This is an optimization exercise on Yosys and OpenROAD, whose aim is small area, a short achievable clock period and few clock cycles per item, not a production implementation. At most, simulation tests tie the RTL to the original design; equivalence was not proved.

==> inputs of 07-07 <==
## SIMON_64128
module SIMON_64128
#(	parameter N = 32,
	parameter M = 4		)
 (	input logic clk, nR,
	input logic newData, newKey,
	input logic enc_dec, readData,
	input logic [2*N-1:0] plain,
	input logic [M-1:0][N-1:0] key,
	output logic ldData, ldKey,
	output logic doneData, doneKey,
	output logic [2*N-1:0] cipher	);
==> module SIMON_control, before the edit <==
module SIMON_control
#(	parameter N = 32	)
 (	input logic clk, nR,
	input logic newData, newKey,
	input logic enc_dec, readData,
	input logic [2*N-1:0] plain,
	input logic [4*N-1:0] key,
	output logic ldData, ldKey,
	output logic doneData, doneKey,
	output logic [2*N-1:0] cipher	);
localparam logic [61:0] z = 62'b11110000101100111001010001001000000111101001100011010111011011;
localparam int LAST = 10;
logic [3:0] cnt;
logic busy;		 
logic kpass;	 
logic kvalid;	 
logic enc;		 
logic [2*N-1:0] P;
logic [3:0][N-1:0] A, B;
logic last, cfree, step, fin, goKey, goData;
assign last = (cnt == LAST);
assign fin = busy && last && !kpass;
assign step = busy;
assign ldKey = !busy;
assign ldData = doneKey && !busy && (!doneData || readData);
assign goKey = newKey && ldKey;
assign goData = newData && ldData;
logic [3:0][N-1:0] rk;
always_comb
	for(int i=0; i<4; i++)
		rk[i] = enc ? A[i] : B[3-i];
logic [4:0][2*N-1:0] r;
assign r[0] = P;
genvar g;
generate
	for(g=0; g<4; g++)
	begin : rounds
		SIMON_round #(N) rd(.block(r[g]), .key(rk[g]), .out(r[g+1]));
	end
endgenerate
logic [7:0][N-1:0] af;	 
logic [7:0][N-1:0] bb;	 
logic [3:0] za, zbk;
always_comb
	for(int i=0; i<4; i++)
	begin
		za[i] = (cnt < 4'd10) ? z[4*cnt + i] : 1'b0;
		zbk[i] = (cnt < 4'd10) ? z[39 - 4*cnt - i] : 1'b0;
	end
assign af[3:0] = A;
assign bb[7:4] = B;
generate
	for(g=0; g<4; g++)
	begin : ksteps
		SIMON_keyexpansion #(N) kf(.far(af[g]), .k1(af[g+3]), .k3(af[g+1]), .zb(za[g]), .out(af[g+4]));
		SIMON_keyexpansion #(N) kb(.far(bb[7-g]), .k1(bb[6-g]), .k3(bb[4-g]), .zb(zbk[g]), .out(bb[3-g]));
	end
endgenerate
always_ff @(posedge clk, negedge nR)
begin
	if(~nR)
	begin
		cnt <= 'b0;
		busy <= 1'b0;
		kpass <= 1'b0;
		kvalid <= 1'b0;
		enc <= 1'b0;
		doneKey <= 1'b0;
		doneData <= 1'b0;
	end
	else
	begin
		if(goKey)	doneKey <= 1'b1;
		if(doneData && readData)	doneData <= 1'b0;
		if(fin)	doneData <= 1'b1;
		if(step)
		begin
			cnt <= last ? 4'd0 : cnt + 4'd1;
			if(last)
			begin
				kvalid <= 1'b1;
				kpass <= 1'b0;
				if(!kpass)	busy <= 1'b0;
			end
		end
		if(goKey)	kvalid <= 1'b0;
		if(goData)
		begin
			busy <= 1'b1;
			cnt <= 'b0;
			enc <= enc_dec;
			kpass <= ~enc_dec && (goKey || !kvalid);
		end
	end
end
always_ff @(posedge clk)
begin
	if(goData)	P <= enc_dec ? plain : {plain[N-1:0], plain[2*N-1:N]};
	else if(step && !kpass)	P <= r[4];
end
assign cipher = enc ? P : {P[N-1:0], P[2*N-1:N]};
always_ff @(posedge clk)
begin
	if(goKey)
	begin
		A <= key;
		B <= key;
	end
	else if(step)
	begin
		if(last)
		begin
			A <= B;
			B <= A;
		end
		else
		begin
			A <= af[7:4];
			if(kvalid)	B <= bb[3:0];
		end
	end
end
endmodule
Settings: LEC_CHECK=0, CAP_MARGIN=20, CORE_MARGIN=2, CORE_UTILIZATION=40, SLEW_MARGIN=20; clock period 6.0 ns.
run.sh (not shown) runs the stock make flow with config.mk's settings and CLKGATE_MAP_FILE= SYNTH_SCRIPT=/design/flow/synth_recipe.tcl, a recipe that flattens the netlist after the stock synthesis.
==> 02-21: changes against 07-07 <==
==> flow/design.v (replaced) <==
module SIMON_function
#(	parameter N = 32		)
 (	input logic [N-1:0] in,
	output logic [N-1:0] out	);
always_comb
begin
	out = ({in[N-2:0], in[N-1]} & {in[N-9:0], in[N-1:N-8]}) ^ {in[N-3:0], in[N-1:N-2]};
end
endmodule
module SIMON_round
#(	parameter N = 32		)
 (	input logic [2*N-1:0] block,
	input logic [N-1:0] key,
	output logic [2*N-1:0] out	);
logic [N-1:0] f;
SIMON_function #(N) func(.in(block[2*N-1:N]), .out(f));
always_comb
begin
	out[N-1:0] = block[2*N-1:N];
	out[2*N-1:N] = block[N-1:0] ^ key ^ f;
end
endmodule
module SIMON_keyexpansion
#(	parameter N = 32		)
 (	input logic [N-1:0] far, k1, k3,
	input logic zb,
	output logic [N-1:0] out		);
logic [N-1:0] t;
always_comb
begin
	t = {k1[2:0], k1[N-1:3]} ^ k3;
	t = t ^ {t[0], t[N-1:1]};
	out = ~far ^ t ^ {{(N-1){1'b0}}, zb} ^ 'd3;
end
endmodule
module SIMON_control
#(	parameter N = 32	)
 (	input logic clk, nR,
	input logic newData, newKey,
	input logic enc_dec, readData,
	input logic [2*N-1:0] plain,
	input logic [4*N-1:0] key,
	output logic ldData, ldKey,
	output logic doneData, doneKey,
	output logic [2*N-1:0] cipher	);
localparam logic [61:0] z = 62'b11110000101100111001010001001000000111101001100011010111011011;
localparam int LAST = 21;
typedef enum logic [2:0] {IDLE, S1, S2, KPASS, PASS} state;
state st;
logic [4:0] cnt;
logic hasblk;	 
logic kvalid;	 
logic enc;		 
logic [2*N-1:0] P;
logic [3:0][N-1:0] A, B;
logic last, run, goKey, goData;
assign last = (cnt == LAST);
assign run = (st == KPASS) || (st == PASS);
assign ldKey = (st == IDLE);
assign ldData = doneKey && (st == IDLE) && !doneData;
assign goKey = newKey && ldKey;
assign goData = newData && ldData;
logic [2:0][2*N-1:0] r;
logic [1:0][N-1:0] rk;
assign rk[0] = enc ? A[2] : B[3];
assign rk[1] = enc ? A[3] : B[2];
assign r[0] = P;
genvar g;
generate
	for(g=0; g<2; g++)
	begin : rounds
		SIMON_round #(N) rd(.block(r[g]), .key(rk[g]), .out(r[g+1]));
	end
endgenerate
logic [5:0][N-1:0] af, bb;
logic [1:0] za, zbk;
logic [4:0] cb;
function automatic logic zc(input int i);
	zc = (i >= 0 && i < 62) ? z[i] : 1'b0;
endfunction
assign cb = (st == S1) ? 5'd20 : cnt;
always_comb
	for(int i=0; i<2; i++)
	begin
		za[i] = zc(2*cnt - 2 + i);
		zbk[i] = zc(39 - 2*cb - i);
	end
assign af[3:0] = A;
assign bb[5:2] = B;
generate
	for(g=0; g<2; g++)
	begin : ksteps
		SIMON_keyexpansion #(N) kf(.far(af[g]), .k1(af[g+3]), .k3(af[g+1]), .zb(za[g]), .out(af[g+4]));
		SIMON_keyexpansion #(N) kb(.far(bb[5-g]), .k1(bb[4-g]), .k3(bb[2-g]), .zb(zbk[g]), .out(bb[1-g]));
	end
endgenerate
always_ff @(posedge clk, negedge nR)
begin
	if(~nR)
	begin
		st <= IDLE;
		cnt <= 'b0;
		hasblk <= 1'b0;
		kvalid <= 1'b0;
		enc <= 1'b0;
		doneKey <= 1'b0;
		doneData <= 1'b0;
	end
	else
	begin
		if(doneData && readData)	doneData <= 1'b0;
		unique case(st)
		IDLE:
		begin
			cnt <= 'b0;
			if(goKey)
			begin
				doneKey <= 1'b1;
				kvalid <= 1'b0;
				hasblk <= goData;
				st <= S1;
			end
			else if(goData)
				st <= (!enc_dec && !kvalid) ? KPASS : PASS;
			if(goData)	enc <= enc_dec;
		end
		S1:	st <= S2;
		S2:	st <= !hasblk ? IDLE : (!enc ? KPASS : PASS);
		KPASS, PASS:
		begin
			cnt <= last ? 5'd0 : cnt + 5'd1;
			if(last)
			begin
				kvalid <= 1'b1;
				st <= (st == KPASS) ? PASS : IDLE;
				if(st == PASS)	doneData <= 1'b1;
			end
		end
		default:	st <= IDLE;
		endcase
	end
end
always_ff @(posedge clk)
begin
	if(goData)	P <= enc_dec ? plain : {plain[N-1:0], plain[2*N-1:N]};
	else if(st == PASS)	P <= r[2];
end
assign cipher = enc ? P : {P[N-1:0], P[2*N-1:N]};
always_ff @(posedge clk)
begin
	if(goKey)	B <= key;
	else if(st == S1)	B <= {B[1:0], bb[1:0]};
	else if(run)
	begin
		if(last)	B <= A;
		else if(kvalid)	B <= {B[1:0], bb[1:0]};
	end
end
always_ff @(posedge clk)
begin
	if(st == S2)	A <= B;
	else if(run)
	begin
		if(last)	A <= B;
		else	A <= af[5:2];
	end
end
endmodule
module SIMON_64128
#(	parameter N = 32,
	parameter M = 4		)
 (	input logic clk, nR,
	input logic newData, newKey,
	input logic enc_dec, readData,
	input logic [2*N-1:0] plain,
	input logic [M-1:0][N-1:0] key,
	output logic ldData, ldKey,
	output logic doneData, doneKey,
	output logic [2*N-1:0] cipher	);
SIMON_control #(N) control(.*);
endmodule
Settings changed: SETUP_SLACK_MARGIN set to 3.6.
==> results.txt <==
Worst hold slack: 07-07 is lower than 02-21 (0.026 ns). Between 02-21 and 07-07, the lower clock skew is in 07-07 (gap 0.0021 ns). First-iteration DRC count: 07-07 is larger than 02-21 (about 27%). Against 07-07, the global-route usage of 02-21 is lower by 1.0 points. Against 02-21, the area after synthesis of 07-07 is larger by about 45%. Between 07-07 and 02-21, the lower sequential cell count is in 07-07 (gap 3).
Testbench counts of 07-07, summed over its fixed seeds: cycles 5,930, blocks 480.
Only the layout flow was run in 02-21; the RTL was not checked for function there.

==> re-timing with driven ports <==
Ports are ideal in the flow. The routed layouts listed here were re-timed in OpenROAD. Step 1 sets driving cells, clkbuf_16 on the clock port and buf_2 on the other inputs (assumed; they add their load-dependent delay and slew). Step 2 times the ports against the registers' clock, not the clock port: input delays grow and output delays shrink by t, the midpoint of the rising clock arrivals with the driver on. Slacks: no drivers / after step 1 / after step 2; pairs: no drivers / after step 1.
run | t, ns | setup slack, ns | cell pins on the clock port's net
07-07 | 0.659 | 1.102 / 1.102 / 1.102 | 1
02-21 | 0.625 | 2.818 / 2.759 / 3.070 | 1
After both steps every run listed still meets setup and hold.
